This is an optimization exercise on Yosys and OpenROAD, whose aim is small area, not a production implementation. In this exercise RTL edits were held to simulation tests only and were not proved equivalent to the original.

==> design.v <==
`timescale 1ns / 1ps
 module life(input logic clk,
             input logic reset,
             input logic [9:0][9:0] init,
             output logic [9:0][9:0] out);
    logic [9:0][9:0] state;
    logic [9:0][9:0] nextstate;
    always_ff @(posedge clk) 
        if(reset) state <= init;
        else state <= nextstate;
    generate
        genvar i,j;
        for (i = 0; i <= 9; i = i + 1) begin
            for (j = 0; j <= 9; j = j + 1) begin
                logic [3:0] sum;
                neighsum n(i,j, state, sum);
                calc c(sum, state[i][j],nextstate[i][j]);
            end
        end
    endgenerate
    assign out = nextstate;
 endmodule
module neighsum(input logic[3:0] i,j,
                input logic [9:0][9:0] state,
                output logic [3:0] sum);
    logic [3:0] l,r,u,d;
    assign l = i == 4'd0 ? 4'd9 : i - 1;
    assign r = i == 4'd9 ? 4'd0 : i + 1;
    assign u = j == 4'd0 ? 4'd9 : j - 1;
    assign d = j == 4'd9 ? 4'd0 : j + 1;
    assign sum = state[l][d] + 
                 state[l][j] + 
                 state[l][u] + 
                 state[i][d] + 
                 state[i][u] + 
                 state[r][d] + 
                 state[r][j] + 
                 state[r][u];    
endmodule
module calc(input logic [3:0] sum,
             input logic state,
             output logic nextstate);
    assign nextstate = ((sum == 2 & state) | sum == 3) ? 1:0;             
endmodule
module copy(input logic in,
            output logic out);
    assign out = in;
endmodule
==> run.sh <==
#!/bin/bash
# synth_recipe.tcl (not shown) runs the flow's synth.tcl, then flattens the netlist and writes it again
# the make line also repeats each setting of config.mk as NAME=value (left out here)
make -C /OpenROAD-flow-scripts/flow DESIGN_CONFIG=/design/flow/config.mk WORK_HOME=/design/flow/orfs CLKGATE_MAP_FILE= SYNTH_SCRIPT=/design/flow/synth_recipe.tcl finish
==> config.mk <==
export PLATFORM = sky130hd
export DESIGN_NAME = life
export DESIGN_NICKNAME = life
export VERILOG_FILES = /design/flow/design.v
export SDC_FILE = /design/flow/constraint.sdc
export NUM_CORES = 4
export LEC_CHECK = 0
export CAP_MARGIN = 20
export CORE_MARGIN = 2
export CORE_UTILIZATION = 40
export SLEW_MARGIN = 20
==> constraint.sdc <==
create_clock -name core_clock -period 6.0 [get_ports {clk}]
set_input_delay 1.2000 -clock core_clock [delete_from_list [all_inputs] [get_ports {clk}]]
set_output_delay 1.2000 -clock core_clock [all_outputs]
set_load 0.01 [all_outputs]
==> reports/results.ini, run 1 <==
[setup_path]
startpoint=state[14]$_DFF_P_
required_ns=4.80
end_kind=primary output
timing.rr.end=state[76]$_DFF_P_
critPathKind=reg2out
crit_arrival_ns=4.53
worstPathMaxFanout=6
rr_startpoint=state[77]$_DFF_P_
cp-start-kind=flop
reg2reg_depth=10
rrSetupSlack_ns=2.35

[synthesis]
synthCells=2335
yosys.area.top_type_share_pct=36.68
yosys_warnings=201
yosysTopAreaCell=fa_1
seq_area_frac_synth_pct=9.171
synthesis.area_um2=21830
ys_types=25
synthesis.nets=3137
synth_area_per_cell_um2=9.348
synthTopCellsByArea=fa_1 37%, ha_1 17%, inv_1 12%, dfxtp_1 9.2%, o41ai_2 4.1%
synth-seq-cells=100

[global_routing]
grt_max_degree=85
grt_overflow=0
grt_pass1_wl_mm=94.74
antenna_found_initial=0
first_global_vias=17390
grt_usage_pct=22.06

[layout]
fillers=5162
regMostFlops=state
num_antenna_cells=0
final_common_cell=inv_1
nNetsFinal=3250
drive_above_1_share_pct=4.036
area.growth.synth_to_final_pct=11.13
final_cell_mix=705 x inv_1, 400 x fa_1, 300 x ha_1
top_regs=state: 100 flops
finish.instance_area_um2=24260
largest_reg_flops=100

[place]
pre_cts_ws_ns=0.7594
hpwlAfterDp_mm=51.17
io_buffers=201
dpl-instance-area_um2=23990
globalplace.congestion=0.8976

[clock_tree]
clockRootBuffer=clkbuf_16
postCtsHoldBufs=0
cts_sinks=100
cts_max_level=3
clockBufferDepth=2
post_cts_buffers=0
clk_pin_slew_ns=0.09
cts_tree=built
cts-buffers-inserted=9
cts_resized=0
worstSkewPairLatency_ns=0.41

[worst_hold_path]
hp-class=reg2reg
hold_start=state[29]$_DFF_P_
holdPathEnd=state[29]$_DFF_P_
hold_depth=2

[sta]
period_needed_ns=5.731
slew_headroom_pct=49.94
finalSetupViolations=0
hold_viol=0
slew_violations=0
period_share_pct=95.52
fmax_mhz=174.5
rsz0062_at_grt=no
fin_tns_setup_ns=0
postLayoutSetupSlackWorst_ns=0.2689
worst_pin_slew_ns=0.7510
finalClockSkew_ns=0.01444

[outcome]
status=no timing/DRC/antenna violations

[route]
post_drt_wl_per_cell_um=18.74
viasPerCell=5.006
drt_first_pass_iters=5
wirelength_mm=59.01
drt_iter0_drc=655
route.detailed.drc=0
ant_nets=0
vias=15770

[die]
ios=202
rows=85
coreArea_um2=53920
die_area_um2=56460
die-width_um=237.6
initial_core_util_pct=40.48
die_h_um=237.6

[run]
cap_viol_max_count=0

## logic make-up (layout without fill, tap and decap cells)
group	count (synthesis)	in the layout	share of synthesized area, %
compound gates	244	244	10.02
fa+ha+maj	700	700	53.88
flops	100	100	9.171
mux	38	38	1.771
simple gates	426	426	8.890
buf+inv	827	945	16.27
## synth_stat cells (all sizes together)
cell      n
inv     705
fa      400
ha      300
nand2   124
buf     121
nor2    118
dfxtp   100
nor3     95
o41ai    95
nor2b    89
a21oi    66
a211oi   38
mux2i    33
a31oi    29
a21o      6
a211o     5
mux2      5
o22ai     5
clkbuf    1
## worst max-delay path by stage
| stage | endpoint | slack (ns) |
|---|---|---|
| floorplan | out[89] | 1.57 |
| global placement | out[24] | 0.76 |
| detailed placement | out[82] | 0.76 |
| CTS | out[82] | 0.28 |
| global route | out[25] | 0.14 |
| finish | out[25] | 0.27 |
## layout make-up
type                       count  area [um^2]  area share [%]
inverter                     705         2646           10.91
sequential                   100         2002           8.253
tap                          696        870.8           3.590
clock inverter                 2        10.01         0.04126
timing repair buffer         224         2198           9.063
clock buffer                  14        254.0           1.047
multi-input combinational   1408        16280           67.10
## per-stage QoR
step	hold slack, ns	util (%)	instances
5_1_grt	0.6664	44.99	3149
2_1_floorplan	0.5442	-	2335
3_5_place_dp	0.6036	44.50	3133
6_report	0.6159	44.99	3149
3_3_place_gp	0.5999	44.50	3133
4_1_cts	0.6134	44.99	3149
## per-layer routing
layer / GRT usage, % / share of wire, % / vias up
li1: - / - / 7405
met1: 28.27 / 44 / 7966
met2: 38.26 / 49 / 309
met3: 3.124 / 3.8 / 85
met4: 7.376 / 3.2 / 0
met5: 0 / 0 / -
## critical path, cell delays in order (launching register included)
cell and delay (ns):
dfxtp_1 0.51, inv_1 0.24, fa_1 0.60, fa_1 0.41, inv_1 0.07, fa_1 0.18
inv_1 0.06, fa_1 0.41, a211oi_1 0.35, mux2i_1 0.17, nor3_1 0.46, clkdlybuf4s50_1 0.66
==> run 2, diff against run 1 <==
==> design.v (replaced) <==
module life(input logic clk,
            input logic reset,
            input logic [9:0][9:0] init,
            output logic [9:0][9:0] out);
    logic [9:0][9:0] state;
    logic [9:0][9:0] nextstate;
    logic [9:0][9:0] d;
    always_ff @(posedge clk)
        state <= d;
    logic [1:0] v [10][10];
    logic [2:0] t [10][5];
    genvar r, c;
    generate
        for (r = 0; r < 10; r = r + 1) begin : g_row
            for (c = 0; c < 10; c = c + 1) begin : g_col
                life_fa u_col(.a(state[(r + 9) % 10][c]),
                              .b(state[r][c]),
                              .c(state[(r + 1) % 10][c]),
                              .s(v[r][c][0]),
                              .co(v[r][c][1]));
            end
            for (c = 0; c < 10; c = c + 2) begin : g_pair
                life_pair u_pair(.va(v[r][c]), .vb(v[r][c + 1]), .t(t[r][c / 2]));
            end
            for (c = 0; c < 10; c = c + 1) begin : g_cell
                life_rule u_rule(.t(t[r][c / 2]),
                                 .w(c % 2 == 0 ? v[r][(c + 9) % 10] : v[r][(c + 1) % 10]),
                                 .x(state[r][c]),
                                 .reset(reset),
                                 .init(init[r][c]),
                                 .y(nextstate[r][c]),
                                 .d(d[r][c]));
            end
        end
    endgenerate
    assign out = nextstate;
endmodule
module life_fa(input logic a, b, c,
               output logic s, co);
    assign s = a ^ b ^ c;
    assign co = (a & b) | (a & c) | (b & c);
endmodule
module life_ha(input logic a, b,
               output logic s, co);
    assign s = a ^ b;
    assign co = a & b;
endmodule
module life_pair(input logic [1:0] va, vb,
                 output logic [2:0] t);
    logic k;
    life_ha u_lo(.a(va[0]), .b(vb[0]), .s(t[0]), .co(k));
    life_fa u_hi(.a(va[1]), .b(vb[1]), .c(k), .s(t[1]), .co(t[2]));
endmodule
module life_rule(input logic [2:0] t,
                 input logic [1:0] w,
                 input logic x, reset, init,
                 output logic y, d);
    logic [3:0] s;
    assign s = {1'b0, t} + {2'b0, w};
    assign y = (s == 4'd3) | (x & (s == 4'd4));
    assign d = reset ? init : y;
endmodule
==> flow/run.sh (new file) <==
#!/bin/bash
# Own layout flow: the standard ORFS flow, with two changes.
#  1. Synthesis is the standard script (flow/synth.tcl is synth_recipe.tcl
#     plus two wrappers): ABC maps with flow/abc.script, an area-oriented
#     script, instead of ORFS's delay-driven one, and Yosys's full-adder
#     extraction only runs on the adder modules (life_fa, life_ha).
#  2. Ports are buffered with buf_1 instead of the cell buffer_ports picks.
# Every tool's output goes to a log file in the work folder.
set -euo pipefail
W=$(pwd)
export MY_ABC_SCRIPT=$W/flow/abc.script
export MY_FA_SEL="life_fa life_ha"
bash standard.sh SYNTH_SCRIPT=$W/flow/synth.tcl synth > $W/synth.log 2>&1
bash standard.sh "BUFFER_PORTS_ARGS=-buffer_cell sky130_fd_sc_hd__buf_1" finish > $W/layout.log 2>&1
test -f out/final.def
==> flow/abc.script (new file) <==
strash; &get -n; &deepsyn -T 10; &put; dch -f; map -a; topo
==> flow/synth.tcl (new file) <==
proc synth {args} { yosys synth -nofsm -noshare {*}$args }
proc abc {args} {
  if {[info exists ::env(MY_ABC_SCRIPT)]} {
    set i [lsearch -exact $args -script]
    if {$i >= 0} { set args [lreplace $args [expr {$i+1}] [expr {$i+1}] $::env(MY_ABC_SCRIPT)] }
    set i [lsearch -exact $args -D]
    if {$i >= 0} { set args [lreplace $args $i [expr {$i+1}]] }
  }
  yosys abc {*}$args
}
proc extract_fa {args} {
  if {[info exists ::env(MY_FA_SEL)]} {
    yosys extract_fa {*}$args {*}$::env(MY_FA_SEL)
  } else {
    yosys extract_fa {*}$args
  }
}
source $::env(SCRIPTS_DIR)/synth.tcl
# left out here: clear keep_hierarchy, flatten, clean up, hide names made inside functions, write 1_2_yosys.v
==> standard.sh (new file) <==
#!/bin/bash
# synth_recipe.tcl (not shown) runs the flow's synth.tcl, then flattens the netlist and writes it again
# the make line also repeats each setting of config.mk as NAME=value (left out here)
make -C /OpenROAD-flow-scripts/flow DESIGN_CONFIG=/design/flow/config.mk WORK_HOME=/design/flow/orfs CLKGATE_MAP_FILE= SYNTH_SCRIPT=/design/flow/synth_recipe.tcl "${@:-finish}"
--- a/config.mk
+++ b/config.mk
@@ -9,3 +9,4 @@
 export CORE_MARGIN = 2
 export CORE_UTILIZATION = 40
 export SLEW_MARGIN = 20
+export SYNTH_HIERARCHICAL = 1
removed: run.sh
==> run 2 against run 1 <==
  * Still clean
  * Clock skew down 0.0036 ns
  * Non-clock buffer count down 22
  * Global-route usage up 1.1 points
  * Die area down 48%
  * Critical endpoint is now out[51]
  * Highest routed layer unchanged
==> reports/results.ini, run 2 <==
[die]
die_area_um2=29190  ; was 56460 um^2
rows=61  ; was 85
ios=202  ; unchanged
initial_core_util_pct=40.30  ; was 40.48%
coreArea_um2=27630  ; was 53920 um^2
die_h_um=170.9  ; was 237.6 um
die-width_um=170.9  ; was 237.6 um

[setup_path]
end_kind=primary output  ; unchanged
crit_arrival_ns=3.39  ; was 4.53 ns
path_delay_family=adder cells  ; unchanged
required_ns=4.80  ; about the same
slowest_delay_ns=0.71  ; was 0.66 ns
slowest_stage=o41ai_1  ; was clkdlybuf4s50_1
crit_buf_inv=1  ; was 4
critPathKind=reg2out  ; unchanged
worstPathMaxFanout=6  ; unchanged
worstPathCellList=fa_1 -> ha_1 -> fa_1 -> a21o_2 -> o41ai_1 -> buf_1  ; was inv_1 -> fa_1 -> fa_1 -> inv_1 -> fa_1 -> inv_1 -> fa_1 -> a211oi_1 -> mux2i_1 -> nor3_1 -> clkdlybuf4s50_1
rrSetupSlack_ns=2.77  ; was 2.35 ns
cp-start-kind=flop  ; unchanged
crit_top_cell=fa_1  ; unchanged

[global_routing]
grt_pass1_wl_mm=52.19  ; was 94.74 mm
grt_usage_pct=23.12  ; was 22.06%
grt_max_degree=52  ; was 85
first_global_vias=9680  ; was 17390
antenna_found_initial=0  ; unchanged
grt_overflow=0  ; unchanged

[sta]
slew_violations=0  ; unchanged
finalSetupViolations=0  ; unchanged
worst_pin_slew_ns=0.8538  ; was 0.7510 ns
period_needed_ns=4.586  ; was 5.731 ns
fmax_mhz=218.1  ; was 174.5 MHz
slew_headroom_pct=42.33  ; was 49.94%
finalClockSkew_ns=0.01087  ; was 0.01444 ns
hold_viol=0  ; unchanged
rsz0062_at_grt=no  ; unchanged
period_share_pct=76.43  ; was 95.52%
fin_tns_setup_ns=0  ; unchanged

[place]
io_buffers=201  ; unchanged
globalplace.congestion=0.8751  ; was 0.8976
hpwlAfterDp_mm=28.27  ; was 51.17 mm
dp.cells=1780  ; was 3133

[layout]
instances_no_fill=1796  ; was 3149
regMostFlops=state  ; unchanged
num_antenna_cells=0  ; unchanged
final_cell_mix=300 x nor2_1, 200 x buf_1, 150 x fa_1  ; was 705 x inv_1, 400 x fa_1, 300 x ha_1
nNetsFinal=1715  ; was 3250
area.growth.synth_to_final_pct=14.47  ; was 11.13%
drive_above_1_share_pct=15.37  ; was 4.036%
top_regs=state: 100 flops  ; unchanged
largest_reg_flops=100  ; unchanged
final_common_cell=nor2_1  ; was inv_1

[synthesis]
synth_area_per_cell_um2=9.280  ; was 9.348 um^2
yosys_warnings=9  ; was 201
synthTopCellsByArea=fa_1 27%, dfxtp_1 18%, mux2_2 10%, nor2_1 10%, a21o_2 7.9%  ; was fa_1 37%, ha_1 17%, inv_1 12%, dfxtp_1 9.2%, o41ai_2 4.1%
synthesis.area_um2=11140  ; was 21830 um^2
ys_types=10  ; was 25
synthFlopType=dfxtp_1  ; unchanged
yosysTopAreaCell=fa_1  ; unchanged
synth-seq-cells=100  ; unchanged
seq_area_frac_synth_pct=17.98  ; was 9.171%
synth_edf_count=0  ; unchanged
synthesis.nets=1502  ; was 3137
synthCells=1200  ; was 2335
synth.most_common_cell=nor2_1  ; was inv_1
async_reset_ff_share_pct=0  ; unchanged
ys_top_cells_by_count=300 x nor2_1, 150 x fa_1  ; was 705 x inv_1, 400 x fa_1, 300 x ha_1
yosys.area.top_type_share_pct=26.97  ; was 36.68%

[worst_hold_path]
hp-class=reg2reg  ; unchanged

[clock_tree]
cts-buffers-inserted=9  ; unchanged
clockBufferDepth=2  ; unchanged
cts_resized=0  ; unchanged
cts_max_level=3  ; unchanged
postCtsHoldBufs=0  ; unchanged
cts_tree=built  ; unchanged
clk_pin_slew_ns=0.08  ; was 0.09 ns
worstSkewPairLatency_ns=0.36  ; was 0.41 ns
post_cts_buffers=0  ; unchanged
cts_sinks=100  ; unchanged
clockRootBuffer=clkbuf_16  ; unchanged

[route]
ant_nets=0  ; unchanged
drt_iter0_drc=786  ; was 655
route.detailed.drc=0  ; unchanged
drt_first_pass_iters=6  ; was 5
viasPerCell=5.771  ; was 5.006
post_drt_wl_per_cell_um=18.42  ; was 18.74 um
wirelength_mm=33.08  ; was 59.01 mm
vias=10370  ; was 15770

[run]
cap_viol_max_count=0  ; unchanged

[outcome]
status=no timing/DRC/antenna violations  ; unchanged

-- run 2: changes by cell type after synthesis, moves of 182 or more --
| cell | delta |
|---|---|
| inv_1 | -705 |
| ha_1 | -250 |
| nor2_1 | +182 |
| fa_1 | -250 |
-- run 2: path summary, 6_finish.rpt --
check | start | endpoint | depth (start not counted)
max | state[60]$_DFF_P_ | out[51] | 6
min | state[71]$_DFF_P_ | state[71]$_DFF_P_ | 3
max reg2reg | state[60]$_DFF_P_ | state[51]$_DFF_P_ | 6
min reg2reg | state[71]$_DFF_P_ | state[71]$_DFF_P_ | 3
-- run 2: per-module statistics from Yosys, one instance, submodules excluded, excerpt --
module	area, um^2	times used
life	2002	1
life_fa	20.02	150
life_ha	12.51	50
life_rule	55.05	100
-- run 2: cell families (layout without fill, tap and decap cells) --
logic type | Yosys count | in the layout | synth area share (%)
AND/OR/NAND/NOR | 500 | 500 | 19.10
AO/OA/AOI/OAI | 300 | 300 | 20.22
adder cells (fa/ha/maj) | 200 | 200 | 32.58
multiplexers | 100 | 100 | 10.11
flip-flops | 100 | 100 | 17.98
buffers and inverters | 0 | 218 | 0
-- run 2: worst min-delay path, cell delays in order, from the launching register on --
cell     delay, ns
dfxtp_1       0.50
nand4_1       0.13
o41ai_1       0.09
mux2_2        0.14
-- run 2: area by class of cell --
cell class,count,area [um^2]
timing repair buffer,202,765.7
sequential,100,2002
fill,2729,14880
clock inverter,6,133.9
tap,378,473.0
clock buffer,10,239.0
multi-input combinational,1100,9134
-- run 2: metal layers --
metal	vias to the layer above	GRT usage (%)	wire, um
li1	4958	-	-
met5	-	0	0
met4	0	5.748	663
met2	360	37.55	15300
met1	5010	32.75	15230
met3	37	3.007	1885
-- run 2: metrics by stage --
stage / instance area [um^2] / hold slack, ns / util (%) / setup WS [ns]
5_1_grt: 12750 / 0.9653 / 46.14 / 1.283
6_report: 12750 / 0.8897 / 46.14 / 1.414
4_1_cts: 12750 / 0.9000 / 46.14 / 1.406
2_1_floorplan: 11140 / 0.8396 / - / 2.405
3_3_place_gp: 12370 / 0.8796 / 44.79 / 1.850
3_5_place_dp: 12370 / 0.8799 / 44.79 / 1.819
==> run 3, diff against run 2 <==
==> design.v (replaced) <==
module life(input logic clk,
            input logic reset,
            input logic [9:0][9:0] init,
            output logic [9:0][9:0] out);
    logic [9:0][9:0] state_n;
    logic [9:0][9:0] nextstate;
    logic [9:0][9:0] d_n;
    logic reset_n;
    always_ff @(posedge clk)
        state_n <= d_n;
    assign reset_n = ~reset;
    logic [1:0] vn [10][10];
    logic [2:0] tn [10][5];
    genvar r, c;
    generate
        for (r = 0; r < 10; r = r + 1) begin : g_row
            for (c = 0; c < 10; c = c + 1) begin : g_col
                life_fa u_col(.a(state_n[(r + 9) % 10][c]),
                              .b(state_n[r][c]),
                              .c(state_n[(r + 1) % 10][c]),
                              .s(vn[r][c][0]),
                              .co(vn[r][c][1]));
            end
            for (c = 0; c < 10; c = c + 2) begin : g_pair
                life_pair u_pair(.va(vn[r][c]), .vb(vn[r][c + 1]), .t(tn[r][c / 2]));
            end
            for (c = 0; c < 10; c = c + 1) begin : g_cell
                life_rule u_rule(.tn(tn[r][c / 2]),
                                 .wn(c % 2 == 0 ? vn[r][(c + 9) % 10] : vn[r][(c + 1) % 10]),
                                 .xn(state_n[r][c]),
                                 .y(nextstate[r][c]));
                life_load u_load(.reset(reset),
                                 .reset_n(reset_n),
                                 .init(init[r][c]),
                                 .y(nextstate[r][c]),
                                 .d_n(d_n[r][c]));
            end
        end
    endgenerate
    assign out = nextstate;
endmodule
module life_fa(input logic a, b, c,
               output logic s, co);
    assign s = a ^ b ^ c;
    assign co = (a & b) | (a & c) | (b & c);
endmodule
module life_ha(input logic a, b,
               output logic s, co);
    assign s = a ^ b;
    assign co = a & b;
endmodule
module life_pair(input logic [1:0] va, vb,
                 output logic [2:0] t);
    logic k;
    life_ha u_lo(.a(va[0]), .b(vb[0]), .s(t[0]), .co(k));
    life_fa u_hi(.a(va[1]), .b(vb[1]), .c(k), .s(t[1]), .co(t[2]));
endmodule
module life_rule(input logic [2:0] tn,
                 input logic [1:0] wn,
                 input logic xn,
                 output logic y);
    logic [3:0] s;
    assign s = 4'd9 - {1'b0, tn} - {2'b0, wn};
    assign y = (s == 4'd3) | (~xn & (s == 4'd4));
endmodule
module life_load(input logic reset, reset_n, init, y,
                 output logic d_n);
    assign d_n = ~((reset & init) | (reset_n & y));
endmodule
==> flow/abc.script (replaced) <==
strash; &get -n; &deepsyn -T 10; &put; dch -f; amap; topo
--- a/config.mk
+++ b/config.mk
@@ -8,5 +8,7 @@
 export CAP_MARGIN = 20
 export CORE_MARGIN = 2
 export CORE_UTILIZATION = 40
+export CTS_BUF_LIST = sky130_fd_sc_hd__clkbuf_8
+export CTS_CLUSTER_SIZE = 20
 export SLEW_MARGIN = 20
 export SYNTH_HIERARCHICAL = 1
==> run 3 against run 2 <==
  * Non-clock buffer count up 1
  * Sequential cell count is the same
  * Worst hold slack improved by 0.033 ns
  * Still clean
  * Clock-buffer cell count down 1
==> reports/results.ini, run 3 <==
[route]
wirelength_mm=32.21  ; was 33.08 mm
drt_first_pass_iters=5  ; was 6
viasPerCell=6.096  ; was 5.771
vias=10060  ; was 10370
ant_nets=0  ; unchanged
drt_iter0_drc=715  ; was 786
route.detailed.drc=0  ; unchanged
post_drt_wl_per_cell_um=19.52  ; was 18.42 um

[synthesis]
synthTopCellsByArea=fa_1 29%, dfxtp_1 19%, a22oi_1 7.2%, o21bai_1 7.2%, a31oi_1 6.0%  ; was fa_1 27%, dfxtp_1 18%, mux2_2 10%, nor2_1 10%, a21o_2 7.9%
async_reset_ff_share_pct=0  ; unchanged
synthesis.area_um2=10390  ; was 11140 um^2
seq_area_frac_synth_pct=19.27  ; was 17.98%
yosys_warnings=9  ; unchanged
synthFlopType=dfxtp_1  ; unchanged
synthesis.nets=1403  ; was 1502
yosys.area.top_type_share_pct=28.91  ; was 26.97%
ys_types=12  ; was 10
yosysTopAreaCell=fa_1  ; unchanged
synth-seq-cells=100  ; unchanged
synth.most_common_cell=fa_1  ; was nor2_1
synth_area_per_cell_um2=9.436  ; was 9.280 um^2
synthCells=1101  ; was 1200
synth_edf_count=0  ; unchanged

[clock_tree]
clk_pin_slew_ns=0.11  ; was 0.08 ns
clockBufferDepth=2  ; unchanged
cts_tree=built  ; unchanged
cts_sinks=100  ; unchanged
cts_resized=0  ; unchanged
cts_max_level=3  ; unchanged
cts-buffers-inserted=9  ; unchanged
worstSkewPairLatency_ns=0.40  ; was 0.36 ns
post_cts_buffers=0  ; unchanged
postCtsHoldBufs=0  ; unchanged
clockRootBuffer=clkbuf_8  ; was clkbuf_16

[sta]
slew_violations=0  ; unchanged
finalSetupViolations=0  ; unchanged
period_needed_ns=4.457  ; was 4.586 ns
fin_tns_setup_ns=0  ; unchanged
worst_pin_slew_ns=0.8292  ; was 0.8538 ns
hold_viol=0  ; unchanged
worst_hold_slack_ns=0.9226  ; was 0.8897 ns
slew_headroom_pct=44.72  ; was 42.33%
fmax_mhz=224.4  ; was 218.1 MHz
period_share_pct=74.28  ; was 76.43%
rsz0062_at_grt=no  ; unchanged
finalClockSkew_ns=0.01033  ; was 0.01087 ns

[global_routing]
top_usage_layer=met2  ; unchanged
grt_pass1_wl_mm=49.38  ; was 52.19 mm
grt_use_met1_pct=32.85  ; was 32.75%
grt_max_degree=57  ; was 52
first_global_vias=9303  ; was 9680
grt_overflow=0  ; unchanged
met2_usage_pct=39.26  ; was 37.55%
antenna_found_initial=0  ; unchanged
grt_usage_pct=23.82  ; was 23.12%
grtUsageMet3_pct=3.172  ; was 3.007%

[place]
io_buffers=201  ; unchanged
hpwlAfterDp_mm=27.11  ; was 28.27 mm
globalplace.congestion=0.8854  ; was 0.8751
dpl-instance-area_um2=11580  ; was 12370 um^2

[setup_path]
slowest_stage=dfxtp_1  ; was o41ai_1
worstPathCellList=fa_1 -> ha_1 -> fa_1 -> and2_0 -> nor3_1 -> o22ai_1 -> a31oi_1 -> buf_1  ; was fa_1 -> ha_1 -> fa_1 -> a21o_2 -> o41ai_1 -> buf_1
required_ns=4.80  ; about the same
slowest_delay_ns=0.55  ; was 0.71 ns
end_kind=primary output  ; unchanged
crit_arrival_ns=3.26  ; was 3.39 ns
crit_top_cell=fa_1  ; unchanged
worstPathMaxFanout=4  ; was 6
critPathKind=reg2out  ; unchanged
cp-start-kind=flop  ; unchanged

[layout]
finish.instance_area_um2=11760  ; was 12750 um^2
final_common_cell=buf_1  ; was nor2_1
ff_latch_area_um2=2002  ; unchanged
utilization_pct=46.44  ; was 46.14%
top_regs=state_n: 100 flops  ; was state: 100 flops
num_antenna_cells=0  ; unchanged
area.growth.synth_to_final_pct=13.21  ; was 14.47%
final_cell_mix=200 x buf_1, 150 x fa_1  ; was 300 x nor2_1, 200 x buf_1, 150 x fa_1
multi_input_area_um2=8383  ; was 9134 um^2
regMostFlops=state_n  ; was state
nNetsFinal=1617  ; was 1715
largest_reg_flops=100  ; unchanged
drive_above_1_share_pct=1.288  ; was 15.37%
fillers=2507  ; was 2729

[run]
cap_viol_max_count=0  ; unchanged

[die]
die_h_um=165.2  ; was 170.9 um
die_area_um2=27280  ; was 29190 um^2
coreArea_um2=25330  ; was 27630 um^2
die-width_um=165.2  ; was 170.9 um
initial_core_util_pct=41.02  ; was 40.30%
rows=58  ; was 61
ios=202  ; unchanged

[outcome]
status=no timing/DRC/antenna violations  ; unchanged

[worst_hold_path]
hp-class=reg2reg  ; unchanged

## run 3: final timing paths
path	startpoint	to	slack [ns]	cells past startpoint
max	state_n[45]$_DFF_P_	out[35]	1.54	8
min	state_n[95]$_DFF_P_	state_n[95]$_DFF_P_	0.92	3
max reg2reg	state_n[73]$_DFF_P_	state_n[62]$_DFF_P_	3.05	8
min reg2reg	state_n[95]$_DFF_P_	state_n[95]$_DFF_P_	0.92	3
## run 3: through the flow
stage                     worst slack, ns  cells
after detailed placement            2.054   1634
after CTS                           1.588   1650
after global placement              2.097   1634
after floorplan                     2.570   1101
final                               1.543   1650
after global routing                1.390   1650
## run 3: logic make-up after synthesis
kind of cell | after synthesis | synth area share (%)
AO/OA/AOI/OAI | 500 | 31.31
AND/OR/NAND/NOR | 300 | 14.45
adder cells (fa/ha/maj) | 200 | 34.93
flip-flops | 100 | 19.27
buffers and inverters | 1 | 0.03610
## run 3: per-layer routing
metal	share of wire, %	vias to the layer above	wire length, um
met3	6.0	41	1924
li1	-	4777	-
met2	46	367	14960
met1	45	4873	14630
met5	0	-	0
met4	2.2	0	705
## run 3: critical path: cells and delay by family, from the launching register on
kind | cells | cell delay, ns
fa+ha+maj | 3 | 1.24
flops | 1 | 0.55
compound gates | 2 | 0.48
simple gates | 2 | 0.36
buf+inv | 1 | 0.20
## run 3: layout make-up
cell class / count / area share, %
Clock buffer: 9 / 1.053
Clock inverter: 7 / 0.5213
Inverter: 1 / 0.04255
Multi-Input combinational cell: 1000 / 71.28
Sequential cell: 100 / 17.02
Tap cell: 330 / 3.511
Timing Repair Buffer: 203 / 6.574
## run 3: per-module statistics from Yosys (local to each module, per instance), a selection
module | area, um^2 | flops+latches | cells inside | times used
life_fa | 20.02 | 0 | 1 | 150
life_load | 7.507 | 0 | 1 | 100
life_ha | 12.51 | 0 | 1 | 50
life | 2006 | 100 | 101 | 1
life_rule | 40.04 | 0 | 7 | 100
==> run 4, diff against run 3 <==
--- a/config.mk
+++ b/config.mk
@@ -8,7 +8,5 @@
 export CAP_MARGIN = 20
 export CORE_MARGIN = 2
 export CORE_UTILIZATION = 40
-export CTS_BUF_LIST = sky130_fd_sc_hd__clkbuf_8
-export CTS_CLUSTER_SIZE = 20
 export SLEW_MARGIN = 20
 export SYNTH_HIERARCHICAL = 1
==> run 4 against run 3 <==
  * Register-to-register slack better by 0.02 ns
  * Clock-buffer cell count up 3
  * Sequential cell count unchanged
  * Sequential share of layout area down 0.15 points
  * Maximum frequency up 1.3%
  * Area after synthesis unchanged
  * Die area unchanged
  * Critical path type unchanged
==> reports/results.ini, run 4 <==
[layout]
nNetsFinal=1617  ; unchanged
top_regs=state_n: 100 flops  ; unchanged
area.growth.synth_to_final_pct=14.19  ; was 13.21%
fillers=2491  ; was 2507
multi_input_area_um2=8383  ; unchanged
final_common_cell=buf_1  ; unchanged
largest_reg_flops=100  ; unchanged
final_cell_mix=200 x buf_1, 150 x fa_1  ; unchanged
regMostFlops=state_n  ; unchanged
finish.instance_area_um2=11860  ; was 11760 um^2
num_antenna_cells=0  ; unchanged
ff_latch_area_um2=2002  ; unchanged
drive_above_1_share_pct=1.288  ; unchanged

[clock_tree]
clockRootBuffer=clkbuf_16  ; was clkbuf_8
clk_pin_slew_ns=0.08  ; was 0.11 ns
cts_tree=built  ; unchanged
cts_sinks=100  ; unchanged
cts_max_level=3  ; unchanged
worstSkewPairLatency_ns=0.36  ; was 0.40 ns
post_cts_buffers=0  ; unchanged
cts_resized=0  ; unchanged
cts-buffers-inserted=9  ; unchanged
clockBufferDepth=2  ; unchanged
postCtsHoldBufs=0  ; unchanged

[setup_path]
required_ns=4.80  ; about the same
rrSetupSlack_ns=3.07  ; was 3.05 ns
path_delay_family=adder cells  ; unchanged
end_kind=primary output  ; unchanged
timing.rr.end=state_n[62]$_DFF_P_  ; unchanged
reg2reg_depth=8  ; unchanged
worstPathMaxFanout=4  ; unchanged
critPathKind=reg2out  ; unchanged
slowest_delay_ns=0.55  ; about the same
crit_buf_inv=1  ; unchanged
crit_arrival_ns=3.20  ; was 3.26 ns
cp-start-kind=flop  ; unchanged
crit_top_cell=fa_1  ; unchanged
worstPathCellList=fa_1 -> ha_1 -> fa_1 -> and2_0 -> nor3_1 -> o22ai_1 -> a31oi_1 -> buf_1  ; unchanged
rr_startpoint=state_n[73]$_DFF_P_  ; unchanged
slowest_stage=fa_1  ; was dfxtp_1

[sta]
worst_pin_slew_ns=0.8309  ; was 0.8292 ns
slew_violations=0  ; unchanged
fin_tns_setup_ns=0  ; unchanged
slew_headroom_pct=44.61  ; was 44.72%
finalClockSkew_ns=0.009563  ; was 0.01033 ns
period_needed_ns=4.401  ; was 4.457 ns
period_share_pct=73.35  ; was 74.28%
fmax_mhz=227.2  ; was 224.4 MHz
postLayoutSetupSlackWorst_ns=1.599  ; was 1.543 ns
rsz0062_at_grt=no  ; unchanged
hold_viol=0  ; unchanged
finalSetupViolations=0  ; unchanged

[worst_hold_path]
hold_depth=3  ; unchanged
hp-class=reg2reg  ; unchanged
hold_start=state_n[95]$_DFF_P_  ; unchanged
holdPathEnd=state_n[95]$_DFF_P_  ; unchanged

[route]
post_drt_wl_per_cell_um=19.53  ; was 19.52 um
vias=10020  ; was 10060
drt_first_pass_iters=5  ; unchanged
drt_iter0_drc=635  ; was 715
ant_nets=0  ; unchanged
route.detailed.drc=0  ; unchanged
wirelength_mm=32.22  ; was 32.21 mm
viasPerCell=6.072  ; was 6.096

[outcome]
status=no timing/DRC/antenna violations  ; unchanged

[synthesis]
synth.most_common_cell=fa_1  ; unchanged
synth_edf_count=0  ; unchanged
synthCells=1101  ; unchanged
yosys_warnings=9  ; unchanged
synthesis.nets=1403  ; unchanged
yosys.area.top_type_share_pct=28.91  ; unchanged
synthTopCellsByArea=fa_1 29%, dfxtp_1 19%, a22oi_1 7.2%, o21bai_1 7.2%, a31oi_1 6.0%  ; unchanged
synthesis.area_um2=10390  ; unchanged
synth_area_per_cell_um2=9.436  ; unchanged
ys_types=12  ; unchanged
synth-seq-cells=100  ; unchanged
synthFlopType=dfxtp_1  ; unchanged
async_reset_ff_share_pct=0  ; unchanged
yosysTopAreaCell=fa_1  ; unchanged
seq_area_frac_synth_pct=19.27  ; unchanged

[place]
pre_cts_ws_ns=2.054  ; unchanged
io_buffers=201  ; unchanged
dpl-instance-area_um2=11580  ; unchanged
hpwlAfterDp_mm=27.11  ; unchanged
globalplace.congestion=0.8854  ; unchanged

[run]
cap_viol_max_count=0  ; unchanged

[die]
rows=58  ; unchanged
coreArea_um2=25330  ; unchanged
die_h_um=165.2  ; unchanged
ios=202  ; unchanged
die_area_um2=27280  ; unchanged
die-width_um=165.2  ; unchanged
initial_core_util_pct=41.02  ; unchanged

[global_routing]
first_global_vias=9351  ; was 9303
grt_max_degree=57  ; unchanged
grt_pass1_wl_mm=49.54  ; was 49.38 mm
grt_overflow=0  ; unchanged
antenna_found_initial=0  ; unchanged
grt_usage_pct=23.85  ; was 23.82%

[run 4: per-layer routing]
layer	vias to the layer above	wire (um)	track usage (%)
met1	4845	14600	33.02
li1	4773	-	-
met2	359	14950	39.43
met5	-	0	0
met4	0	720	7.075
met3	41	1949	2.672
[run 4: layout make-up]
| class | instances | area share [%] |
|---|---|---|
| clock buffers | 12 | 1.993 |
| clock inverters | 4 | 0.4219 |
| inverters | 1 | 0.04219 |
| multi-input cells | 1000 | 70.67 |
| flip-flops and latches | 100 | 16.88 |
| well taps | 330 | 3.481 |
| repair buffers | 203 | 6.518 |
[run 4: worst max-delay path by stage]
stage                        startpoint  endpoint  cells after the start
floorplan            state_n[0]$_DFF_P_    out[0]                      7
global placement    state_n[50]$_DFF_P_   out[51]                      8
detailed placement  state_n[50]$_DFF_P_   out[51]                      8
CTS                 state_n[50]$_DFF_P_   out[51]                      8
global route        state_n[17]$_DFF_P_   out[17]                      8
finish              state_n[50]$_DFF_P_   out[51]                      8
[run 4: tightest hold or removal path, stage by stage (launching register included)]
cell and delay [ns]:
dfxtp_1 0.50, o21bai_1 0.16, a31oi_1 0.10, a22oi_1 0.12
[run 4: modules after synthesis (local to each module, per instance), excerpt]
module     flops+latches  cells  cell area, um^2
life_load              0      1            7.507
life_rule              0      7            40.04
life_ha                0      1            12.51
life_fa                0      1            20.02
life                 100    101             2006
[run 4: kinds of logic after synthesis]
kind of cell | after synthesis | share of synthesized area, %
AOI/OAI and AO/OA | 500 | 31.31
adders and majority gates | 200 | 34.93
buffers and inverters | 1 | 0.03610
DFF | 100 | 19.27
and+or+nand+nor | 300 | 14.45
[run 4: metrics by stage]
step	utilization [%]	hold slack, ns	cells
global placement	45.71	0.9033	1634
global route	46.84	0.9819	1650
floorplan	-	0.8430	1101
CTS	46.84	0.9297	1650
detailed placement	45.71	0.9099	1634
finish	46.84	0.9314	1650
==> run 5, diff against run 4 <==
--- a/design.v
+++ b/design.v
@@ -24,11 +24,16 @@
             for (c = 0; c < 10; c = c + 2) begin : g_pair
                 life_pair u_pair(.va(vn[r][c]), .vb(vn[r][c + 1]), .t(tn[r][c / 2]));
             end
-            for (c = 0; c < 10; c = c + 1) begin : g_cell
-                life_rule u_rule(.tn(tn[r][c / 2]),
-                                 .wn(c % 2 == 0 ? vn[r][(c + 9) % 10] : vn[r][(c + 1) % 10]),
-                                 .xn(state_n[r][c]),
-                                 .y(nextstate[r][c]));
+            for (c = 0; c < 10; c = c + 2) begin : g_cell
+                life_rule2 u_rule(.tn(tn[r][c / 2]),
+                                  .wln(vn[r][(c + 9) % 10]),
+                                  .wrn(vn[r][(c + 2) % 10]),
+                                  .xan(state_n[r][c]),
+                                  .xbn(state_n[r][c + 1]),
+                                  .ya(nextstate[r][c]),
+                                  .yb(nextstate[r][c + 1]));
+            end
+            for (c = 0; c < 10; c = c + 1) begin : g_load
                 life_load u_load(.reset(reset),
                                  .reset_n(reset_n),
                                  .init(init[r][c]),
@@ -55,15 +60,17 @@
     life_ha u_lo(.a(va[0]), .b(vb[0]), .s(t[0]), .co(k));
     life_fa u_hi(.a(va[1]), .b(vb[1]), .c(k), .s(t[1]), .co(t[2]));
 endmodule
-module life_rule(input logic [2:0] tn,
-                 input logic [1:0] wn,
-                 input logic xn,
-                 output logic y);
-    logic [3:0] s;
-    assign s = 4'd9 - {1'b0, tn} - {2'b0, wn};
-    assign y = (s == 4'd3) | (~xn & (s == 4'd4));
+module life_rule2(input logic [2:0] tn,
+                  input logic [1:0] wln, wrn,
+                  input logic xan, xbn,
+                  output logic ya, yb);
+    logic [3:0] sa, sb;
+    assign sa = 4'd9 - {1'b0, tn} - {2'b0, wln};
+    assign sb = 4'd9 - {1'b0, tn} - {2'b0, wrn};
+    assign ya = (sa == 4'd3) | (~xan & (sa == 4'd4));
+    assign yb = (sb == 4'd3) | (~xbn & (sb == 4'd4));
 endmodule
 module life_load(input logic reset, reset_n, init, y,
                  output logic d_n);
-    assign d_n = ~((reset & init) | (reset_n & y));
+    assign d_n = ~((reset | y) & (reset_n | init));
 endmodule
==> flow/abc.script (replaced) <==
strash; &get -n; &deepsyn -T 30; &put; dch -f; amap; topo
--- a/config.mk
+++ b/config.mk
@@ -7,6 +7,8 @@
 export LEC_CHECK = 0
 export CAP_MARGIN = 20
 export CORE_MARGIN = 2
-export CORE_UTILIZATION = 40
+export CORE_UTILIZATION = 60
+export CTS_BUF_LIST = sky130_fd_sc_hd__clkbuf_8
+export CTS_CLUSTER_SIZE = 20
 export SLEW_MARGIN = 20
 export SYNTH_HIERARCHICAL = 1
==> run 5 against run 4 <==
  * Routed wire length shrank 7.5%
  * Sequential cell count is the same
  * Setup slack lost 0.28 ns
  * Synthesized cell count grew 4.5%
  * Non-clock buffer count is the same
==> reports/results.ini, run 5 <==
[clock_tree]
clk_pin_slew_ns=0.11  ; was 0.08 ns
cts_resized=0  ; unchanged
post_cts_buffers=0  ; unchanged
postCtsHoldBufs=0  ; unchanged
worstSkewPairLatency_ns=0.41  ; was 0.36 ns
cts_max_level=3  ; unchanged
cts_sinks=100  ; unchanged
cts_tree=built  ; unchanged
clockBufferDepth=2  ; unchanged
clockRootBuffer=clkbuf_8  ; was clkbuf_16
cts-buffers-inserted=9  ; unchanged

[synthesis]
synthCells=1151  ; was 1101
synth.most_common_cell=nor2_1  ; was fa_1
yosys.area.top_type_share_pct=29.80  ; was 28.91%
seq_area_frac_synth_pct=19.87  ; was 19.27%
synthesis.nets=1453  ; was 1403
async_reset_ff_share_pct=0  ; unchanged
synthesis.area_um2=10080  ; was 10390 um^2
synth_edf_count=0  ; unchanged
synthFlopType=dfxtp_1  ; unchanged
yosysTopAreaCell=fa_1  ; unchanged
synthTopCellsByArea=fa_1 30%, dfxtp_1 20%, nor2_1 9.3%, a21oi_1 7.5%, ha_1 6.2%  ; was fa_1 29%, dfxtp_1 19%, a22oi_1 7.2%, o21bai_1 7.2%, a31oi_1 6.0%
ys_top_cells_by_count=250 x nor2_1, 150 x a21oi_1, 150 x fa_1
synth-seq-cells=100  ; unchanged
yosys_warnings=9  ; unchanged
synth_area_per_cell_um2=8.754  ; was 9.436 um^2
ys_types=13  ; was 12

[worst_hold_path]
hp-class=reg2reg  ; unchanged
hold_start=state_n[96]$_DFF_P_  ; was state_n[95]$_DFF_P_
holdPathEnd=state_n[96]$_DFF_P_  ; was state_n[95]$_DFF_P_
hold_depth=4  ; was 3

[global_routing]
grt_pass1_wl_mm=48.16  ; was 49.54 mm
grt_max_degree=61  ; was 57
grt_usage_pct=34.65  ; was 23.85%
antenna_found_initial=0  ; unchanged
first_global_vias=9299  ; was 9351
grt_overflow=0  ; unchanged

[route]
viasPerCell=6.263  ; was 6.072
drt_iter0_drc=826  ; was 635
ant_nets=0  ; unchanged
vias=9958  ; was 10020
post_drt_wl_per_cell_um=18.74  ; was 19.53 um
wirelength_mm=29.80  ; was 32.22 mm
route.detailed.drc=0  ; unchanged
drt_first_pass_iters=5  ; unchanged

[layout]
area.growth.synth_to_final_pct=12.38  ; was 14.19%
top_regs=state_n: 100 flops  ; unchanged
num_antenna_cells=0  ; unchanged
drive_above_1_share_pct=1.460  ; was 1.288%
nNetsFinal=1667  ; was 1617
final_common_cell=nor2_1  ; was buf_1
final_cell_mix=250 x nor2_1, 200 x buf_1, 150 x a21oi_1, 150 x fa_1  ; was 200 x buf_1, 150 x fa_1
largest_reg_flops=100  ; unchanged
regMostFlops=state_n  ; unchanged

[setup_path]
critPathKind=reg2out  ; unchanged
crit_top_cell=fa_1  ; unchanged
slowest_delay_ns=0.80  ; was 0.55 ns
cp-start-kind=flop  ; unchanged
worstPathMaxFanout=6  ; was 4
rr_startpoint=state_n[72]$_DFF_P_  ; was state_n[73]$_DFF_P_
rrSetupSlack_ns=2.83  ; was 3.07 ns
slowest_stage=o41ai_1  ; was fa_1
end_kind=primary output  ; unchanged
worstPathCellList=fa_1 -> ha_1 -> fa_1 -> o21ai_0 -> o41ai_1 -> buf_1  ; was fa_1 -> ha_1 -> fa_1 -> and2_0 -> nor3_1 -> o22ai_1 -> a31oi_1 -> buf_1
timing.rr.end=state_n[63]$_DFF_P_  ; was state_n[62]$_DFF_P_
crit_arrival_ns=3.48  ; was 3.20 ns
reg2reg_depth=6  ; was 8
required_ns=4.80  ; about the same

[sta]
worst_pin_slew_ns=0.8118  ; was 0.8309 ns
period_share_pct=78.01  ; was 73.35%
slew_violations=0  ; unchanged
period_needed_ns=4.680  ; was 4.401 ns
slew_headroom_pct=45.17  ; was 44.61%
rsz0062_at_grt=no  ; unchanged
finalSetupViolations=0  ; unchanged
fin_tns_setup_ns=0  ; unchanged
hold_viol=0  ; unchanged
fmax_mhz=213.7  ; was 227.2 MHz
worst_hold_slack_ns=0.9345  ; was 0.9314 ns
finalClockSkew_ns=0.009352  ; was 0.009563 ns

[run]
cap_viol_max_count=0  ; unchanged

[die]
initial_core_util_pct=60.98  ; was 41.02%
die_area_um2=17850  ; was 27280 um^2
coreArea_um2=16520  ; was 25330 um^2
rows=47  ; was 58
ios=202  ; unchanged
die_h_um=133.6  ; was 165.2 um
die-width_um=133.6  ; was 165.2 um

[outcome]
status=no timing/DRC/antenna violations  ; unchanged

[place]
globalplace.congestion=0.9373  ; was 0.8854
hpwlAfterDp_mm=24.88  ; was 27.11 mm
io_buffers=201  ; unchanged

-- run 5: cells by family (layout without fill, tap and decap cells) --
kind of cell,after synthesis,count (layout),synth area share (%)
AOI/OAI and AO/OA,450,450,27.94
adders and majority gates,200,200,36.01
buffers and inverters,1,220,0.03722
DFF,100,100,19.87
and+or+nand+nor,400,400,16.14
-- run 5: area by class of cell --
class / instances / area, um^2
inverter: 1 / 5.005
clock inverter: 7 / 73.82
tap: 220 / 275.3
clock buffer: 9 / 123.9
fill: 1387 / 5201
sequential: 100 / 2002
timing repair buffer: 203 / 773.2
multi-input combinational: 1050 / 8070
-- run 5: metal layers --
metal | track usage, % | up-vias | wire length [um]
li1 | - | 4822 | -
met1 | 48.23 | 4626 | 12990
met2 | 56.76 | 448 | 13850
met3 | 4.756 | 62 | 2155
met4 | 10.76 | 0 | 807
met5 | 0 | - | 0
-- run 5: Yosys stat by module, one instance, submodules excluded, excerpt --
module / area, um^2 / cells inside / times used
life_ha: 12.51 / 1 / 50
life_load: 6.256 / 1 / 100
life_rule2: 76.32 / 15 / 50
life: 2006 / 101 / 1
life_fa: 20.02 / 1 / 150
-- run 5: critical path, delay by kind of cell, from the launching register on --
family / cells / cell delay [ns]
AOI/OAI and AO/OA: 2 / 0.97
adders and majority gates: 3 / 1.36
buffers and inverters: 1 / 0.22
DFF: 1 / 0.52
-- run 5: how the worst max path moves through the flow --
stage              end  slack, ns                 from  cells past startpoint
5_1_grt        out[63]       1.19  state_n[72]$_DFF_P_                      6
6_report       out[63]       1.32  state_n[72]$_DFF_P_                      6
3_5_place_dp   out[63]       1.83  state_n[72]$_DFF_P_                      6
2_1_floorplan  out[11]       2.39  state_n[10]$_DFF_P_                      5
4_1_cts        out[63]       1.37  state_n[72]$_DFF_P_                      6
3_3_place_gp   out[63]       1.87  state_n[72]$_DFF_P_                      6
-- run 5: through the flow --
step                instance area (um^2)  setup slack [ns]  util, %  std cells
floorplan                          10080             2.388        -       1151
global placement                   11130             1.866    67.33       1574
detailed placement                 11130             1.832    67.33       1574
CTS                                11320             1.369    68.52       1590
global route                       11320             1.192    68.52       1590
finish                             11320             1.320    68.52       1590
==> run 6, diff against run 5 <==
--- a/config.mk
+++ b/config.mk
@@ -7,7 +7,7 @@
 export LEC_CHECK = 0
 export CAP_MARGIN = 20
 export CORE_MARGIN = 2
-export CORE_UTILIZATION = 60
+export CORE_UTILIZATION = 40
 export CTS_BUF_LIST = sky130_fd_sc_hd__clkbuf_8
 export CTS_CLUSTER_SIZE = 20
 export SLEW_MARGIN = 20
==> run 6 against run 5 <==
  * Setup slack improved by 0.022 ns
  * Sequential share of layout area is 0.23 points lower
  * First-iteration DRC count down 21%
  * Still clean
  * Sequential cell count is the same
  * Clock skew increased by 0.0035 ns
  * Critical endpoint is now out[35]
==> reports/results.ini, run 6 <==
[outcome]
status=no timing/DRC/antenna violations  ; unchanged

[clock_tree]
cts-buffers-inserted=9  ; unchanged
post_cts_buffers=0  ; unchanged
postCtsHoldBufs=0  ; unchanged
clockBufferDepth=2  ; unchanged
cts_sinks=100  ; unchanged
cts_tree=built  ; unchanged
clk_pin_slew_ns=0.11  ; about the same
clockRootBuffer=clkbuf_8  ; unchanged
worstSkewPairLatency_ns=0.39  ; was 0.41 ns
cts_max_level=3  ; unchanged
cts_resized=0  ; unchanged

[die]
rows=58  ; was 47
ios=202  ; unchanged
die_area_um2=26470  ; was 17850 um^2
die-width_um=162.7  ; was 133.6 um
initial_core_util_pct=40.36  ; was 60.98%
die_h_um=162.7  ; was 133.6 um
coreArea_um2=24960  ; was 16520 um^2

[sta]
fin_tns_setup_ns=0  ; unchanged
slew_violations=0  ; unchanged
rsz0062_at_grt=no  ; unchanged
worst_pin_slew_ns=0.7937  ; was 0.8118 ns
finalClockSkew_ns=0.01284  ; was 0.009352 ns
period_needed_ns=4.659  ; was 4.680 ns
hold_viol=0  ; unchanged
period_share_pct=77.64  ; was 78.01%
slew_headroom_pct=46.39  ; was 45.17%
fmax_mhz=214.7  ; was 213.7 MHz
finalSetupViolations=0  ; unchanged

[place]
dpl-instance-area_um2=11260  ; was 11130 um^2
io_buffers=201  ; unchanged
hpwlAfterDp_mm=27.23  ; was 24.88 mm
globalplace.congestion=0.8940  ; was 0.9373

[route]
met1_length_mm=14.68  ; was 12.99 mm
post_drt_wl_per_cell_um=18.79  ; was 18.74 um
route.met3.wl_mm=1.629  ; was 2.155 mm
drt_iter0_drc=650  ; was 826
route.met2.wl_mm=14.91  ; was 13.85 mm
ant_nets=0  ; unchanged
viasPerCell=5.711  ; was 6.263
top_layer_used=met4  ; unchanged
wirelength_mm=31.90  ; was 29.80 mm
route.detailed.drc=0  ; unchanged
vias=9697  ; was 9958
drt_first_pass_iters=6  ; was 5

[setup_path]
path_delay_family=adder cells  ; unchanged
slowest_delay_ns=0.75  ; was 0.80 ns
end_kind=primary output  ; unchanged
crit_buf_inv=1  ; unchanged
worstPathCellList=fa_1 -> ha_1 -> fa_1 -> o21ai_0 -> o41ai_1 -> buf_1  ; unchanged
critPathKind=reg2out  ; unchanged
cp-start-kind=flop  ; unchanged
crit_top_cell=fa_1  ; unchanged
required_ns=4.80  ; about the same
slowest_stage=o41ai_1  ; unchanged
crit_arrival_ns=3.46  ; was 3.48 ns
worstPathMaxFanout=6  ; unchanged

[synthesis]
seq_area_frac_synth_pct=19.87  ; unchanged
yosysTopAreaCell=fa_1  ; unchanged
yosys.area.top_type_share_pct=29.80  ; unchanged
async_reset_ff_share_pct=0  ; unchanged
synthCells=1151  ; unchanged
ys_top_cells_by_count=250 x nor2_1, 150 x a21oi_1, 150 x fa_1  ; unchanged
synth_edf_count=0  ; unchanged
synthFlopType=dfxtp_1  ; unchanged
synth-seq-cells=100  ; unchanged
synthesis.nets=1453  ; unchanged
synthesis.area_um2=10080  ; unchanged
synth_area_per_cell_um2=8.754  ; unchanged
synthTopCellsByArea=fa_1 30%, dfxtp_1 20%, nor2_1 9.3%, a21oi_1 7.5%, ha_1 6.2%  ; unchanged
ys_types=13  ; unchanged
yosys_warnings=9  ; unchanged
synth.most_common_cell=nor2_1  ; unchanged

[layout]
top_regs=state_n: 100 flops  ; unchanged
drive_above_1_share_pct=1.316  ; was 1.460%
num_antenna_cells=0  ; unchanged
fillers=2525  ; was 1387
area.growth.synth_to_final_pct=13.86  ; was 12.38%
final_common_cell=nor2_1  ; unchanged
nNetsFinal=1667  ; unchanged
largest_reg_flops=100  ; unchanged
finish.instance_area_um2=11470  ; was 11320 um^2
final_cell_mix=250 x nor2_1, 200 x buf_1, 150 x a21oi_1, 150 x fa_1  ; unchanged
regMostFlops=state_n  ; unchanged

[global_routing]
grt_max_degree=55  ; was 61
grt_usage_pct=24.34  ; was 34.65%
grt_overflow=0  ; unchanged
antenna_found_initial=1  ; was 0
first_global_vias=8869  ; was 9299
grt_pass1_wl_mm=49.38  ; was 48.16 mm

[worst_hold_path]
hp-class=reg2reg  ; unchanged

[run]
cap_viol_max_count=0  ; unchanged

## run 6: worst register-to-register path: stages, from the launching register on
cell     delay [ns]
dfxtp_1        0.58
fa_1           0.53
ha_1           0.24
fa_1           0.59
o21ai_0        0.16
o41ai_1        0.75
o22ai_1        0.27
## run 6: through the flow
stage | worst slack [ns] | hold slack (ns) | util (%) | instances
6_report | 1.341 | 0.9461 | 45.96 | 1698
5_1_grt | 1.186 | 0.9780 | 45.96 | 1698
3_5_place_dp | 1.790 | 0.9142 | 45.12 | 1684
4_1_cts | 1.341 | 0.9421 | 45.96 | 1698
2_1_floorplan | 2.388 | 0.8567 | - | 1151
3_3_place_gp | 1.810 | 0.9212 | 45.12 | 1684
## run 6: cell families (layout without fill, tap and decap cells)
kind of cell	after synthesis	count (layout)	synth area share (%)
AOI/OAI and AO/OA	450	450	27.94
DFF	100	100	19.87
buffers and inverters	1	218	0.03722
adders and majority gates	200	200	36.01
and+or+nand+nor	400	400	16.14
## run 6: worst paths after layout
kind | from | endpoint | slack, ns | cells after the start
worst max-delay path | state_n[24]$_DFF_P_ | out[35] | 1.34 | 6
worst min-delay path | state_n[8]$_DFF_P_ | state_n[8]$_DFF_P_ | 0.95 | 4
worst max register to register | state_n[24]$_DFF_P_ | state_n[35]$_DFF_P_ | 2.70 | 6
worst min register to register | state_n[8]$_DFF_P_ | state_n[8]$_DFF_P_ | 0.95 | 4
## run 6: per-module statistics from Yosys, one instance, submodules excluded, excerpt
module      cells  area, um^2  flip-flops and latches  times used
life_rule2     15       76.32                       0          50
life_ha         1       12.51                       0          50
life_load       1       6.256                       0         100
life          101        2006                     100           1
life_fa         1       20.02                       0         150
## run 6: cell type report
cell class / count / area [um^2] / share of cell area (%)
multi-input combinational: 1050 / 8070 / 70.35
sequential: 100 / 2002 / 17.45
timing repair buffer: 203 / 773.2 / 6.740
tap: 330 / 412.9 / 3.599
clock buffer: 13 / 178.9 / 1.560
clock inverter: 1 / 30.03 / 0.2618
inverter: 1 / 5.005 / 0.04363
## run 6: metal layers
layer | up-vias | global-route usage, %
met2 | 307 | 40.20
li1 | 4818 | -
met3 | 36 | 2.903
met1 | 4536 | 33.89
met4 | 0 | 6.637
met5 | - | 0
==> run 7, diff against run 6 <==
--- a/design.v
+++ b/design.v
@@ -64,11 +64,24 @@
                   input logic [1:0] wln, wrn,
                   input logic xan, xbn,
                   output logic ya, yb);
-    logic [3:0] sa, sb;
-    assign sa = 4'd9 - {1'b0, tn} - {2'b0, wln};
-    assign sb = 4'd9 - {1'b0, tn} - {2'b0, wrn};
-    assign ya = (sa == 4'd3) | (~xan & (sa == 4'd4));
-    assign yb = (sb == 4'd3) | (~xbn & (sb == 4'd4));
+    logic n_t02, n_t2t1;
+    assign n_t02 = ~(tn[0] & tn[2]);
+    assign n_t2t1 = ~(tn[2] & ~tn[1]);
+    life_rule1 u_a(.tn(tn), .wn(wln), .xn(xan), .n_t02(n_t02), .n_t2t1(n_t2t1), .y(ya));
+    life_rule1 u_b(.tn(tn), .wn(wrn), .xn(xbn), .n_t02(n_t02), .n_t2t1(n_t2t1), .y(yb));
+endmodule
+module life_rule1(input logic [2:0] tn,
+                  input logic [1:0] wn,
+                  input logic xn, n_t02, n_t2t1,
+                  output logic y);
+    logic lo_none, lo_x, lo, hi_nb, hi, big_n;
+    assign lo_none = ~(wn[0] | tn[0]);
+    assign lo_x = ~(xn | lo_none);
+    assign lo = ~((wn[0] & tn[0]) | lo_x);
+    assign hi_nb = ~(wn[1] | n_t2t1);
+    assign hi = ~((tn[1] & n_t02 & wn[1]) | hi_nb);
+    assign big_n = ~(tn[2] & lo_none & hi);
+    assign y = ~((lo | hi) & big_n);
 endmodule
 module life_load(input logic reset, reset_n, init, y,
                  output logic d_n);
--- a/config.mk
+++ b/config.mk
@@ -9,6 +9,7 @@
 export CORE_MARGIN = 2
 export CORE_UTILIZATION = 40
 export CTS_BUF_LIST = sky130_fd_sc_hd__clkbuf_8
-export CTS_CLUSTER_SIZE = 20
+export CTS_CLUSTER_DIAMETER = 100
+export CTS_CLUSTER_SIZE = 30
 export SLEW_MARGIN = 20
 export SYNTH_HIERARCHICAL = 1
==> run 7 against run 6 <==
  * Largest cell class unchanged
  * Highest routed layer unchanged
  * Die area decreased by 0.60%
  * Critical path type unchanged
  * Worst hold slack worse by 0.020 ns
  * Global-route usage increased by 0.16 points
  * Non-clock buffer count did not move
==> reports/results.ini, run 7 <==
[outcome]
status=no timing/DRC/antenna violations  ; unchanged

[sta]
finalClockSkew_ns=0.01280  ; was 0.01284 ns
worst_pin_slew_ns=0.7369  ; was 0.7937 ns
period_needed_ns=4.345  ; was 4.659 ns
slew_headroom_pct=50.82  ; was 46.39%
period_share_pct=72.42  ; was 77.64%
fin_tns_setup_ns=0  ; unchanged
slew_violations=0  ; unchanged
hold_viol=0  ; unchanged
fmax_mhz=230.2  ; was 214.7 MHz
finalSetupViolations=0  ; unchanged
rsz0062_at_grt=no  ; unchanged

[route]
drt_iter0_drc=770  ; was 650
drt_first_pass_iters=6  ; unchanged
wirelength_mm=31.44  ; was 31.90 mm
route.detailed.drc=0  ; unchanged
viasPerCell=5.698  ; was 5.711
post_drt_wl_per_cell_um=18.03  ; was 18.79 um
vias=9931  ; was 9697
ant_nets=0  ; unchanged

[global_routing]
first_global_vias=9493  ; was 8869
grt_pass1_wl_mm=50.09  ; was 49.38 mm
grt_overflow=0  ; unchanged
grt_max_degree=54  ; was 55
grt_usage_pct=24.50  ; was 24.34%
antenna_found_initial=0  ; was 1

[layout]
ff_latch_area_um2=2002  ; unchanged
final_cell_mix=300 x nor2_1, 200 x buf_1, 150 x fa_1  ; was 250 x nor2_1, 200 x buf_1, 150 x a21oi_1, 150 x fa_1
fillers=2399  ; was 2525
drive_above_1_share_pct=1.198  ; was 1.316%
instances_no_fill=1743  ; was 1698
final_common_cell=nor2_1  ; unchanged
num_antenna_cells=0  ; unchanged
top_regs=state_n: 100 flops  ; unchanged
regMostFlops=state_n  ; unchanged
multi_input_area_um2=8008  ; was 8070 um^2
largest_reg_flops=100  ; unchanged
area.growth.synth_to_final_pct=13.47  ; was 13.86%
nNetsFinal=1717  ; was 1667
finish.instance_area_um2=11360  ; was 11470 um^2

[setup_path]
cp-start-kind=flop  ; unchanged
crit_arrival_ns=3.14  ; was 3.46 ns
critPathKind=reg2out  ; unchanged
path_delay_family=adder cells  ; unchanged
worstPathCellList=fa_1 -> ha_1 -> fa_1 -> nand2b_1 -> nor2_1 -> a31oi_1 -> o21ai_0 -> buf_1  ; was fa_1 -> ha_1 -> fa_1 -> o21ai_0 -> o41ai_1 -> buf_1
worstPathMaxFanout=4  ; was 6
required_ns=4.80  ; about the same
slowest_stage=dfxtp_1  ; was o41ai_1
slowest_delay_ns=0.58  ; was 0.75 ns
end_kind=primary output  ; unchanged
crit_buf_inv=1  ; unchanged
crit_top_cell=fa_1  ; unchanged

[clock_tree]
cts_sinks=100  ; unchanged
clockRootBuffer=clkbuf_8  ; unchanged
cts-buffers-inserted=9  ; unchanged
post_cts_buffers=0  ; unchanged
cts_tree=built  ; unchanged
clk_pin_slew_ns=0.10  ; was 0.11 ns
postCtsHoldBufs=0  ; unchanged
clockBufferDepth=2  ; unchanged
cts_max_level=3  ; unchanged
cts_resized=0  ; unchanged
worstSkewPairLatency_ns=0.38  ; was 0.39 ns

[die]
coreArea_um2=24460  ; was 24960 um^2
die_h_um=162.2  ; was 162.7 um
ios=202  ; unchanged
rows=57  ; was 58
die_area_um2=26320  ; was 26470 um^2
initial_core_util_pct=40.93  ; was 40.36%
die-width_um=162.2  ; was 162.7 um

[place]
dpl-instance-area_um2=11190  ; was 11260 um^2
hpwlAfterDp_mm=26.86  ; was 27.23 mm
globalplace.congestion=0.9357  ; was 0.8940
io_buffers=201  ; unchanged
dp.cells=1728  ; was 1684

[synthesis]
yosys_warnings=9  ; unchanged
synthesis.nets=1503  ; was 1453
synthesis.area_um2=10010  ; was 10080 um^2
synth-seq-cells=100  ; unchanged
seq_area_frac_synth_pct=19.99  ; was 19.87%
yosys.area.top_type_share_pct=29.99  ; was 29.80%
synth_area_per_cell_um2=8.338  ; was 8.754 um^2
ys_types=12  ; was 13
ys_top_cells_by_count=300 x nor2_1, 150 x fa_1  ; was 250 x nor2_1, 150 x a21oi_1, 150 x fa_1
synth.most_common_cell=nor2_1  ; unchanged
synthCells=1201  ; was 1151
synthFlopType=dfxtp_1  ; unchanged
synth_edf_count=0  ; unchanged
async_reset_ff_share_pct=0  ; unchanged
synthTopCellsByArea=fa_1 30%, dfxtp_1 20%, nor2_1 11%, a31oi_1 6.2%, ha_1 6.2%  ; was fa_1 30%, dfxtp_1 20%, nor2_1 9.3%, a21oi_1 7.5%, ha_1 6.2%
yosysTopAreaCell=fa_1  ; unchanged

[run]
cap_viol_max_count=0  ; unchanged

[worst_hold_path]
hp-class=reg2reg  ; unchanged

run 7: worst paths after layout:
check                            from                  end  slack [ns]  cells past startpoint
setup / recovery  state_n[38]$_DFF_P_              out[39]        1.66                      8
setup reg to reg  state_n[83]$_DFF_P_  state_n[82]$_DFF_P_        3.09                      8
hold reg to reg   state_n[50]$_DFF_P_  state_n[50]$_DFF_P_        0.93                      4
hold / removal    state_n[50]$_DFF_P_  state_n[50]$_DFF_P_        0.93                      4
run 7: tightest hold or removal path, stage by stage, from the launching register on:
cell and delay [ns]:
dfxtp_1 0.41, nor2_1 0.13, a21oi_1 0.04, o21ai_0 0.21
o22ai_1 0.09
run 7: cells by family after synthesis:
family          synth area share (%)
flops                          19.99
simple gates                   21.24
fa+ha+maj                      36.24
buf+inv                      0.03745
compound gates                 22.49
run 7: per-layer routing:
layer | GRT usage (%) | routed length, um | up-vias
met5 | 0 | 0 | -
met4 | 5.833 | 541 | 0
met3 | 2.579 | 1546 | 31
met2 | 41.33 | 14980 | 312
met1 | 33.99 | 14370 | 4717
li1 | - | - | 4871
run 7: cell type report:
type | count | share of cell area (%)
multi-input combinational | 1100 | 70.48
sequential | 100 | 17.62
timing repair buffer | 203 | 6.805
tap | 324 | 3.568
clock buffer | 11 | 1.332
clock inverter | 4 | 0.1542
inverter | 1 | 0.04405
run 7: per-stage QoR:
step,worst slack [ns],util [%],hold slack (ns)
after global routing,1.423,46.45,0.9890
after floorplan,2.590,-,0.9213
after detailed placement,2.071,45.76,0.9282
final,1.655,46.45,0.9261
after global placement,2.093,45.76,0.9201
after CTS,1.625,46.45,0.9518
run 7: Yosys stat by module (local to each module, per instance), a selection:
module	flip-flops and latches	cells inside	cell area, um^2	times used
life	100	101	2006	1
life_rule1	0	7	32.53	100
life_fa	0	1	20.02	150
life_ha	0	1	12.51	50
life_rule2	0	2	10.01	50
life_load	0	1	6.256	100

==> re-timing with driven ports <==
How much do the figures lean on ideal ports? The routed layouts below were timed once more, with nothing changed but the port constraints. Step 1 (the two cells are an assumption about what drives the block):
set clk [get_ports {clk}]
set_driving_cell -lib_cell sky130_fd_sc_hd__clkbuf_16 $clk
set_driving_cell -lib_cell sky130_fd_sc_hd__buf_2 [delete_from_list [all_inputs] $clk]
Step 2 adds t to the input delays and takes it off the output delays; t is the mean of the earliest and latest rising clock arrival at the registers after step 1. Input paths then give back, and output paths get back, about the clock's delay inside the block. a / b / c = no drivers / after step 1 / after step 2; a / b = the first two.
| run | t, ns | setup slack, ns | latest minus earliest clock arrival (ns) | cell pins on the clock port's net |
|---|---|---|---|---|
| run 1 | 0.463 | 0.269 / 0.211 / 0.674 | 0.015 / 0.014 | 1 |
| run 2 | 0.401 | 1.414 / 1.366 / 1.767 | 0.011 / 0.011 | 1 |
| run 3 | 0.436 | 1.543 / 1.503 / 1.939 | 0.011 / 0.011 | 1 |
| run 4 | 0.404 | 1.599 / 1.552 / 1.956 | 0.010 / 0.010 | 1 |
| run 5 | 0.448 | 1.320 / 1.277 / 1.725 | 0.010 / 0.010 | 1 |
| run 6 | 0.426 | 1.341 / 1.301 / 1.727 | 0.013 / 0.013 | 1 |
| run 7 | 0.417 | 1.655 / 1.611 / 2.029 | 0.013 / 0.013 | 1 |
After both steps every run listed still meets setup and hold.
